Background: an optimization exercise with open tools, aiming at small area and a short achievable clock period. Do not read the settings as production practice.
No driver is modelled on the clock port, so clock power and skew are understated where the tree is cut down; a real chip needs a root buffer or a tree.
Power is estimated from default activity; no workload was simulated.

==> job 5916: inputs <==
## fifo_module
module fifo_module #(
    parameter WIDTH = 8,
    parameter DEPTH = 16,
    parameter ADDR_WIDTH = 4
) (
    input clk,
    input rst,
    input [WIDTH-1:0] data_in,
    input write_enable,
    input read_enable,
    output reg [WIDTH-1:0] data_out,
    output reg full,
    output reg empty
);
==> module fm_ctrl, before the edit <==
module fm_ctrl (
    input we, input re, input rst,
    input [3:0] lo_n, input [3:0] hi_n, input empty, input full,
    output [3:0] lo_d, output [3:0] hi_d, output empty_d, output full_d,
    output empty_o_d, output full_o_d
);
wire w, r, rst_n;
wire [2:0] up, dn, up_n, dn_n;
fm_nor2b  u_w  (.a(full), .b_n(we), .y(w));
fm_nor2b  u_r  (.a(empty), .b_n(re), .y(r));
genvar g;
generate
    for (g = 0; g < 3; g = g + 1) begin : g_ud
        fm_nor2b  u_up (.a(r), .b_n(w), .y(up[g]));
        fm_nor2b  u_dn (.a(w), .b_n(r), .y(dn[g]));
        fm_nand2b u_upn (.a_n(r), .b(w), .y(up_n[g]));
        fm_nand2b u_dnn (.a_n(w), .b(r), .y(dn_n[g]));
    end
endgenerate
fm_inv u_rst (.a(rst), .y(rst_n));
wire [3:0] hi_inc, hi_dec;
genvar i;
generate
    for (i = 0; i < 4; i = i + 1) begin : g_hi
        fm_mux2 u_inc (.a0(hi_n[(i + 3) % 4]), .a1(hi_n[i]), .s(lo_n[3]), .y(hi_inc[i]));
        fm_mux2 u_dec (.a0(hi_n[(i + 1) % 4]), .a1(hi_n[i]), .s(lo_n[0]), .y(hi_dec[i]));
    end
endgenerate
wire [7:0] cur = {hi_n, lo_n};
wire [7:0] inc = {hi_inc, lo_n[2:0], lo_n[3]};
wire [7:0] dec = {hi_dec, lo_n[0], lo_n[3:1]};
wire [7:0] nxt;
generate
    for (i = 0; i < 8; i = i + 1) begin : g_h
        wire t0, t1;
        fm_a22oi u_t0 (.a1(up[i / 4]), .a2(inc[i]), .b1(dn[i / 4]), .b2(dec[i]), .y(t0));
        fm_nand3 u_t1 (.a(up_n[i / 4]), .b(dn_n[i / 4]), .c(cur[i]), .y(t1));
        if (i % 4 == 3) begin : g_r0
            fm_a21oi u_o (.a1(t0), .a2(t1), .b1(rst), .y(nxt[i]));
        end else begin : g_r1
            fm_nand3 u_o (.a(t0), .b(t1), .c(rst_n), .y(nxt[i]));
        end
    end
endgenerate
assign lo_d = nxt[3:0];
assign hi_d = nxt[7:4];
wire h0, h14;
fm_nor2 u_h0 (.a(lo_n[0]), .b(hi_n[0]), .y(h0));
fm_nor2 u_h14 (.a(lo_n[2]), .b(hi_n[3]), .y(h14));
wire te, tf;
fm_a22oi u_te (.a1(empty), .a2(up_n[2]), .b1(dn[2]), .b2(h0), .y(te));
fm_nand2 u_e (.a(te), .b(rst_n), .y(empty_d));
fm_nand2 u_eo (.a(te), .b(rst_n), .y(empty_o_d));
fm_a22oi u_tf (.a1(full), .a2(dn_n[2]), .b1(up[2]), .b2(h14), .y(tf));
fm_nor2  u_f (.a(tf), .b(rst), .y(full_d));
fm_nor2  u_fo (.a(tf), .b(rst), .y(full_o_d));
endmodule
==> flow/config.mk <==
export PLATFORM = sky130hd
export DESIGN_NAME = fifo_module
export DESIGN_NICKNAME = fifo_module
export VERILOG_FILES = /design/flow/design.v
export SDC_FILE = /design/flow/constraint.sdc
export NUM_CORES = 4
export LEC_CHECK = 0
export CAP_MARGIN = 20
export CORE_MARGIN = 2
export CORE_UTILIZATION = 60
export SETUP_SLACK_MARGIN = 2.55
export SLEW_MARGIN = 20
export SYNTH_HIERARCHICAL = 1
export SYNTH_MINIMUM_KEEP_SIZE = 0
==> flow/constraint.sdc <==
create_clock -name core_clock -period 4.0 [get_ports {clk}]
set_input_delay 0.8000 -clock core_clock [delete_from_list [all_inputs] [get_ports {clk}]]
set_output_delay 0.8000 -clock core_clock [all_outputs]
set_load 0.01 [all_outputs]
standard.sh (not shown) runs the stock make flow with config.mk's settings and CLKGATE_MAP_FILE= SYNTH_SCRIPT=/design/flow/synth_recipe.tcl, a recipe that flattens the netlist after the stock synthesis.
==> flow/flow/run.sh <==
#!/bin/bash
# The standard layout, with three changes: port buffers of a fixed small
# cell, every cell downsized after floorplanning (the repair steps size up
# what needs it), and a clock tree built by hand in place of the tool's.
set -euo pipefail
FLOW_DIR=$(cd "$(dirname "${BASH_SOURCE[0]}")" && pwd)
export BUFFER_PORTS_ARGS="-buffer_cell sky130_fd_sc_hd__buf_2"
export POST_FLOORPLAN_TCL=$FLOW_DIR/downsize.tcl
export PRE_CTS_TCL=$FLOW_DIR/cts_pre.tcl
bash standard.sh > standard.log 2>&1
==> flow/flow/cts_pre.tcl <==
# Build the clock tree by hand (see manual_cts.tcl) and skip the tool's own:
# the clock port drives four inverters, each driving one inverter that
# drive the flip-flops.
source [file join [file dirname [info script]] manual_cts.tcl]
fm_manual_cts2 {{4 sky130_fd_sc_hd__inv_4} {4 sky130_fd_sc_hd__inv_16}}
proc clock_tree_synthesis {args} { puts "clock_tree_synthesis skipped: tree built by hand" }
# The tool would clone each clock inverter next to every flip-flop it drives.
proc repair_clock_inverters {args} { puts "repair_clock_inverters skipped: tree built by hand" }
Other scripts of this flow, unchanged in this note and not shown: flow/flow/downsize.tcl, flow/flow/manual_cts.tcl
==> job 9873: changes against job 5916 <==
==> flow/design.v (replaced) <==
module fifo_module #(
    parameter WIDTH = 8,
    parameter DEPTH = 16,
    parameter ADDR_WIDTH = 4
) (
    input clk,
    input rst,
    input [WIDTH-1:0] data_in,
    input write_enable,
    input read_enable,
    output reg [WIDTH-1:0] data_out,
    output reg full,
    output reg empty
);
reg [WIDTH-1:0] mem_n [0:DEPTH-1];    
reg [3:0] lo_n, hi_n;                 
reg full_q, empty_q;                  
wire [3:0] lo_d, hi_d;
wire empty_d, full_d, dout_en;
wire [DEPTH-1:0] mem_en;
fm_ctrl u_ctrl (
    .we(write_enable), .re(read_enable), .rst(rst),
    .lo_n(lo_n), .hi_n(hi_n), .empty(empty_q), .full(full_q),
    .lo_d(lo_d), .hi_d(hi_d), .empty_d(empty_d), .full_d(full_d),
    .dout_en(dout_en)
);
always @(posedge clk) begin
    lo_n    <= lo_d;
    hi_n    <= hi_d;
    empty_q <= empty_d;
    full_q  <= full_d;
    empty   <= empty_d;
    full    <= full_d;
end
wire [WIDTH-1:0] din_n;
genvar k, b;
generate
    for (b = 0; b < WIDTH; b = b + 1) begin : g_din
        fm_inv u_inv (.a(data_in[b]), .y(din_n[b]));
    end
    for (k = 0; k < DEPTH; k = k + 1) begin : g_wen
        wire en_n;
        fm_nand2b u_en_n (.a_n(full_q), .b(write_enable), .y(en_n));
        fm_inv u_en (.a(en_n), .y(mem_en[k]));
    end
endgenerate
always @(posedge clk) begin
    if (mem_en[0])
        mem_n[0] <= din_n;
end
generate
    for (k = 1; k < DEPTH; k = k + 1) begin : g_shift
        always @(posedge clk) begin
            if (mem_en[k])
                mem_n[k] <= mem_n[k-1];
        end
    end
endgenerate
wire [DEPTH-1:0] sel;
generate
    for (k = 0; k < DEPTH; k = k + 1) begin : g_sel
        fm_nor2 u_sel (.a(lo_n[k % 4]), .b(hi_n[k / 4]), .y(sel[k]));
    end
endgenerate
wire [WIDTH-1:0] oldest, dout_d;
generate
    for (b = 0; b < WIDTH; b = b + 1) begin : g_rd
        wire [7:0] t;
        wire [1:0] z;
        for (k = 0; k < 8; k = k + 1) begin : g_t
            fm_a22oi u_t (.a1(sel[2*k]), .a2(mem_n[2*k][b]), .b1(sel[2*k+1]), .b2(mem_n[2*k+1][b]), .y(t[k]));
        end
        fm_nand4 u_z0 (.a(t[0]), .b(t[1]), .c(t[2]), .d(t[3]), .y(z[0]));
        fm_nand4 u_z1 (.a(t[4]), .b(t[5]), .c(t[6]), .d(t[7]), .y(z[1]));
        fm_nor2 u_o (.a(z[0]), .b(z[1]), .y(oldest[b]));
        fm_mux2 u_h (.a0(data_out[b]), .a1(oldest[b]), .s(dout_en), .y(dout_d[b]));
    end
endgenerate
always @(posedge clk) begin
    data_out <= dout_d;
end
endmodule
module fm_ctrl (
    input we, input re, input rst,
    input [3:0] lo_n, input [3:0] hi_n, input empty, input full,
    output [3:0] lo_d, output [3:0] hi_d, output empty_d, output full_d,
    output dout_en
);
wire up, dn, hold, rst_n;
fm_updn u_updn (.we(we), .re(re), .empty(empty), .full(full), .up(up), .dn(dn), .hold(hold));
fm_inv u_rst (.a(rst), .y(rst_n));
wire [3:0] hi_inc, hi_dec;
genvar i;
generate
    for (i = 0; i < 4; i = i + 1) begin : g_hi
        fm_mux2 u_inc (.a0(hi_n[(i + 3) % 4]), .a1(hi_n[i]), .s(lo_n[3]), .y(hi_inc[i]));
        fm_mux2 u_dec (.a0(hi_n[(i + 1) % 4]), .a1(hi_n[i]), .s(lo_n[0]), .y(hi_dec[i]));
    end
endgenerate
wire [7:0] cur = {hi_n, lo_n};
wire [7:0] inc = {hi_inc, lo_n[2:0], lo_n[3]};
wire [7:0] dec = {hi_dec, lo_n[0], lo_n[3:1]};
wire [7:0] nxt;
generate
    for (i = 0; i < 8; i = i + 1) begin : g_h
        wire t0, t1;
        fm_a22oi u_t0 (.a1(up), .a2(inc[i]), .b1(dn), .b2(dec[i]), .y(t0));
        fm_nand2 u_t1 (.a(hold), .b(cur[i]), .y(t1));
        if (i % 4 == 3) begin : g_r0
            fm_a21oi u_o (.a1(t0), .a2(t1), .b1(rst), .y(nxt[i]));
        end else begin : g_r1
            fm_nand3 u_o (.a(t0), .b(t1), .c(rst_n), .y(nxt[i]));
        end
    end
endgenerate
assign lo_d = nxt[3:0];
assign hi_d = nxt[7:4];
wire h0, h14;
fm_nor2 u_h0 (.a(lo_n[0]), .b(hi_n[0]), .y(h0));
fm_nor2 u_h14 (.a(lo_n[2]), .b(hi_n[3]), .y(h14));
wire te, tf;
fm_a22oi u_te (.a1(empty), .a2(hold), .b1(dn), .b2(h0), .y(te));
fm_nand2 u_e (.a(te), .b(rst_n), .y(empty_d));
fm_a22oi u_tf (.a1(full), .a2(hold), .b1(up), .b2(h14), .y(tf));
fm_nor2  u_f (.a(tf), .b(rst), .y(full_d));
fm_nor3 u_den (.a(rst), .b(empty), .c(~re), .y(dout_en));
endmodule
module fm_updn (input we, input re, input empty, input full,
                output up, output dn, output hold);
wire w = we & ~full;
wire r = re & ~empty;
assign up = w & ~r;
assign dn = r & ~w;
assign hold = ~(up | dn);
endmodule
module fm_inv (input a, output y);
assign y = ~a;
endmodule
module fm_nand2 (input a, input b, output y);
assign y = ~(a & b);
endmodule
module fm_and2 (input a, input b, output y);
assign y = a & b;
endmodule
module fm_nor2 (input a, input b, output y);
assign y = ~(a | b);
endmodule
module fm_nor2b (input a, input b_n, output y);
assign y = ~a & b_n;
endmodule
module fm_nand2b (input a_n, input b, output y);
assign y = ~(~a_n & b);
endmodule
module fm_nand3 (input a, input b, input c, output y);
assign y = ~(a & b & c);
endmodule
module fm_nor3 (input a, input b, input c, output y);
assign y = ~(a | b | c);
endmodule
module fm_a21oi (input a1, input a2, input b1, output y);
assign y = ~((a1 & a2) | b1);
endmodule
module fm_nand4 (input a, input b, input c, input d, output y);
assign y = ~(a & b & c & d);
endmodule
module fm_a22oi (input a1, input a2, input b1, input b2, output y);
assign y = ~((a1 & a2) | (b1 & b2));
endmodule
module fm_mux2 (input a0, input a1, input s, output y);
assign y = s ? a1 : a0;
endmodule
==> flow/flow/cts_pre.tcl (replaced) <==
# Build the clock tree by hand (see manual_cts.tcl) and skip the tool's own:
# the clock port drives four inverters, each driving two inverters that
# drive the flip-flops.
source [file join [file dirname [info script]] manual_cts.tcl]
fm_manual_cts2 {{4 sky130_fd_sc_hd__inv_4} {8 sky130_fd_sc_hd__inv_8}}
proc clock_tree_synthesis {args} { puts "clock_tree_synthesis skipped: tree built by hand" }
# The tool would clone each clock inverter next to every flip-flop it drives.
proc repair_clock_inverters {args} { puts "repair_clock_inverters skipped: tree built by hand" }
==> job 5404: changes against job 5916 <==
--- a/flow/design.v
+++ b/flow/design.v
@@ -90,60 +90,68 @@
     input we, input re, input rst,
     input [3:0] lo_n, input [3:0] hi_n, input empty, input full,
     output [3:0] lo_d, output [3:0] hi_d, output empty_d, output full_d,
     output empty_o_d, output full_o_d
 );
-wire w, r, rst_n;
-wire [2:0] up, dn, up_n, dn_n;
-fm_nor2b  u_w  (.a(full), .b_n(we), .y(w));
-fm_nor2b  u_r  (.a(empty), .b_n(re), .y(r));
-genvar g;
+wire [7:0] nx_a, nx_b, nx_c;
+wire e_rd, f_wr;
+fm_ctrl_pre u_pre (.lo_n(lo_n), .hi_n(hi_n), .empty(empty), .full(full),
+                   .nx_a(nx_a), .nx_b(nx_b), .nx_c(nx_c), .e_rd(e_rd), .f_wr(f_wr));
+wire [1:0] d00, d01, d10, d11;
+wire rst_n;
+genvar g, i;
 generate
-    for (g = 0; g < 3; g = g + 1) begin : g_ud
-        fm_nor2b  u_up (.a(r), .b_n(w), .y(up[g]));
-        fm_nor2b  u_dn (.a(w), .b_n(r), .y(dn[g]));
-        fm_nand2b u_upn (.a_n(r), .b(w), .y(up_n[g]));
-        fm_nand2b u_dnn (.a_n(w), .b(r), .y(dn_n[g]));
+    for (g = 0; g < 2; g = g + 1) begin : g_dec
+        fm_nor2  u_d00 (.a(we), .b(re), .y(d00[g]));
+        fm_nor2b u_d01 (.a(we), .b_n(re), .y(d01[g]));
+        fm_nor2b u_d10 (.a(re), .b_n(we), .y(d10[g]));
+        fm_and2  u_d11 (.a(we), .b(re), .y(d11[g]));
     end
 endgenerate
 fm_inv u_rst (.a(rst), .y(rst_n));
-wire [3:0] hi_inc, hi_dec;
-genvar i;
-generate
-    for (i = 0; i < 4; i = i + 1) begin : g_hi
-        fm_mux2 u_inc (.a0(hi_n[(i + 3) % 4]), .a1(hi_n[i]), .s(lo_n[3]), .y(hi_inc[i]));
-        fm_mux2 u_dec (.a0(hi_n[(i + 1) % 4]), .a1(hi_n[i]), .s(lo_n[0]), .y(hi_dec[i]));
-    end
-endgenerate
 wire [7:0] cur = {hi_n, lo_n};
-wire [7:0] inc = {hi_inc, lo_n[2:0], lo_n[3]};
-wire [7:0] dec = {hi_dec, lo_n[0], lo_n[3:1]};
 wire [7:0] nxt;
 generate
     for (i = 0; i < 8; i = i + 1) begin : g_h
         wire t0, t1;
-        fm_a22oi u_t0 (.a1(up[i / 4]), .a2(inc[i]), .b1(dn[i / 4]), .b2(dec[i]), .y(t0));
-        fm_nand3 u_t1 (.a(up_n[i / 4]), .b(dn_n[i / 4]), .c(cur[i]), .y(t1));
+        fm_a22oi u_t0 (.a1(d00[i / 4]), .a2(cur[i]), .b1(d01[i / 4]), .b2(nx_b[i]), .y(t0));
+        fm_a22oi u_t1 (.a1(d10[i / 4]), .a2(nx_a[i]), .b1(d11[i / 4]), .b2(nx_c[i]), .y(t1));
         if (i % 4 == 3) begin : g_r0
             fm_a21oi u_o (.a1(t0), .a2(t1), .b1(rst), .y(nxt[i]));
         end else begin : g_r1
             fm_nand3 u_o (.a(t0), .b(t1), .c(rst_n), .y(nxt[i]));
         end
     end
 endgenerate
 assign lo_d = nxt[3:0];
 assign hi_d = nxt[7:4];
-wire h0, h14;
-fm_nor2 u_h0 (.a(lo_n[0]), .b(hi_n[0]), .y(h0));
-fm_nor2 u_h14 (.a(lo_n[2]), .b(hi_n[3]), .y(h14));
 wire te, tf;
-fm_a22oi u_te (.a1(empty), .a2(up_n[2]), .b1(dn[2]), .b2(h0), .y(te));
+fm_a22oi u_te (.a1(d00[0]), .a2(empty), .b1(d01[0]), .b2(e_rd), .y(te));
 fm_nand2 u_e (.a(te), .b(rst_n), .y(empty_d));
 fm_nand2 u_eo (.a(te), .b(rst_n), .y(empty_o_d));
-fm_a22oi u_tf (.a1(full), .a2(dn_n[2]), .b1(up[2]), .b2(h14), .y(tf));
+fm_a22oi u_tf (.a1(d00[0]), .a2(full), .b1(d10[0]), .b2(f_wr), .y(tf));
 fm_nor2  u_f (.a(tf), .b(rst), .y(full_d));
 fm_nor2  u_fo (.a(tf), .b(rst), .y(full_o_d));
+endmodule
+module fm_ctrl_pre (
+    input [3:0] lo_n, input [3:0] hi_n, input empty, input full,
+    output [7:0] nx_a, output [7:0] nx_b, output [7:0] nx_c,
+    output e_rd, output f_wr
+);
+wire [3:0] hi_inc = lo_n[3] ? hi_n : {hi_n[2:0], hi_n[3]};
+wire [3:0] hi_dec = lo_n[0] ? hi_n : {hi_n[0], hi_n[3:1]};
+wire [7:0] cur = {hi_n, lo_n};
+wire [7:0] inc = {hi_inc, lo_n[2:0], lo_n[3]};
+wire [7:0] dec = {hi_dec, lo_n[0], lo_n[3:1]};
+localparam [7:0] H15 = 8'b0111_0111;
+localparam [7:0] H0  = 8'b1110_1110;
+localparam [7:0] H14 = 8'b0111_1011;
+assign nx_a = full ? H15 : inc;
+assign nx_b = empty ? H15 : dec;
+assign nx_c = empty ? H0 : full ? H14 : cur;
+assign e_rd = empty | ~(lo_n[0] | hi_n[0]);
+assign f_wr = full | ~(lo_n[2] | hi_n[3]);
 endmodule
 module fm_inv (input a, output y);
 assign y = ~a;
 endmodule
 module fm_nand2 (input a, input b, output y);
==> flow/flow/cts_pre.tcl (replaced) <==
# Build the clock tree by hand (see manual_cts.tcl) and skip the tool's own:
# the clock port drives four inverters, each driving two inverters that
# drive the flip-flops.
source [file join [file dirname [info script]] manual_cts.tcl]
fm_manual_cts2 {{4 sky130_fd_sc_hd__clkinv_2} {8 sky130_fd_sc_hd__clkinv_4}}
proc clock_tree_synthesis {args} { puts "clock_tree_synthesis skipped: tree built by hand" }
# The tool would clone each clock inverter next to every flip-flop it drives.
proc repair_clock_inverters {args} { puts "repair_clock_inverters skipped: tree built by hand" }
- SETUP_SLACK_MARGIN: 2.55 -> 2.45
==> qor summary <==
Synthesized net count: job 5916 385; job 5404 409; job 9873 359
Initial Utilization: job 5916 0.618; job 5404 0.609; job 9873 0.610
Fraction of the cycle the final worst path needs: job 5916 0.394; job 5404 0.377; job 9873 0.382
Number of well taps: job 5916 133; job 5404 136; job 9873 133
Fraction of synthesized cell area taken by the top area cell type: job 5916 0.636; job 5404 0.622; job 9873 0.650
Number of unique standard cell types used by synthesis: job 5916 14; job 5404 27; job 9873 14
Total iterations of the first detailed-routing run: job 5916 5; job 5404 4; job 9873 4
Final standard cell utilization of the core: job 5916 0.657; job 5404 0.605; job 9873 0.639
Die Height: job 5916 104 um; job 5404 105 um; job 9873 103 um
CP arrival: job 5916 1660 ps; job 5404 1390 ps; job 9873 1560 ps
Proportion of power drawn by the clock network: job 5916 0.190; job 5404 0.187; job 9873 0.193
Status: job 5916 finished clean; job 5404 finished clean; job 9873 finished clean
Tmin final: job 5916 1580 ps; job 5404 1510 ps; job 9873 1530 ps
Worst setup timing slack at the placement stage: job 5916 1650 ps; job 5404 2040 ps; job 9873 1990 ps
Met3 Resource Use GR: job 5916 0.0150; job 5404 0.0148; job 9873 0.0155
Detailed-placement wirelength estimate: job 5916 7880 um; job 5404 7950 um; job 9873 7490 um
Cell Pwr Density: job 5916 457 mW/mm2; job 5404 436 mW/mm2; job 9873 481 mW/mm2
Worst-skew pair later-pin latency: job 5916 150 ps; job 5404 240 ps; job 9873 140 ps
Syn-to-layout area delta: job 5916 6.23%; job 5404 -0.709%; job 9873 4.72%
Critical path buffer and inverter count: job 5916 1; job 5404 2; job 9873 1
Worst hold slack: job 5916 456 ps; job 5404 432 ps; job 9873 450 ps
No run of this note included a check of the RTL's function; only the layout flow was run. In every run of this note, the design's own scripts or RTL, not TritonCTS, make the clock network.

==> static timing again, ports no longer ideal <==
The flow's constraints put no driver on any port. The routed layouts listed below were extracted and timed again, unchanged, in two steps. Step 1 (the two cells are an assumption about what drives the block):
set clk [get_ports {clk}]
set_driving_cell -lib_cell sky130_fd_sc_hd__clkbuf_16 $clk
set_driving_cell -lib_cell sky130_fd_sc_hd__buf_2 [delete_from_list [all_inputs] $clk]
Step 2, shift: input delay + t, output delay - t, t = (earliest + latest rising clock arrival at the registers) / 2. This alone moves slack from input paths to output paths. Three values: no drivers, after step 1, after step 2; two values: the first two.
run | shift t [ns] | slack for setup (ns) | pins driven straight from the clock port
job 5916 | 0.237 | 2.422 / 2.396 / 2.159 | 4
job 9873 | 0.222 | 2.473 / 2.415 / 2.270 | 4
job 5404 | 0.289 | 2.494 / 2.426 / 2.254 | 4
After both steps setup and hold are still met in every run listed. The setup slack of job 5916, which loses most, moves by -0.026 ns with the drivers and by -0.263 ns with both steps.
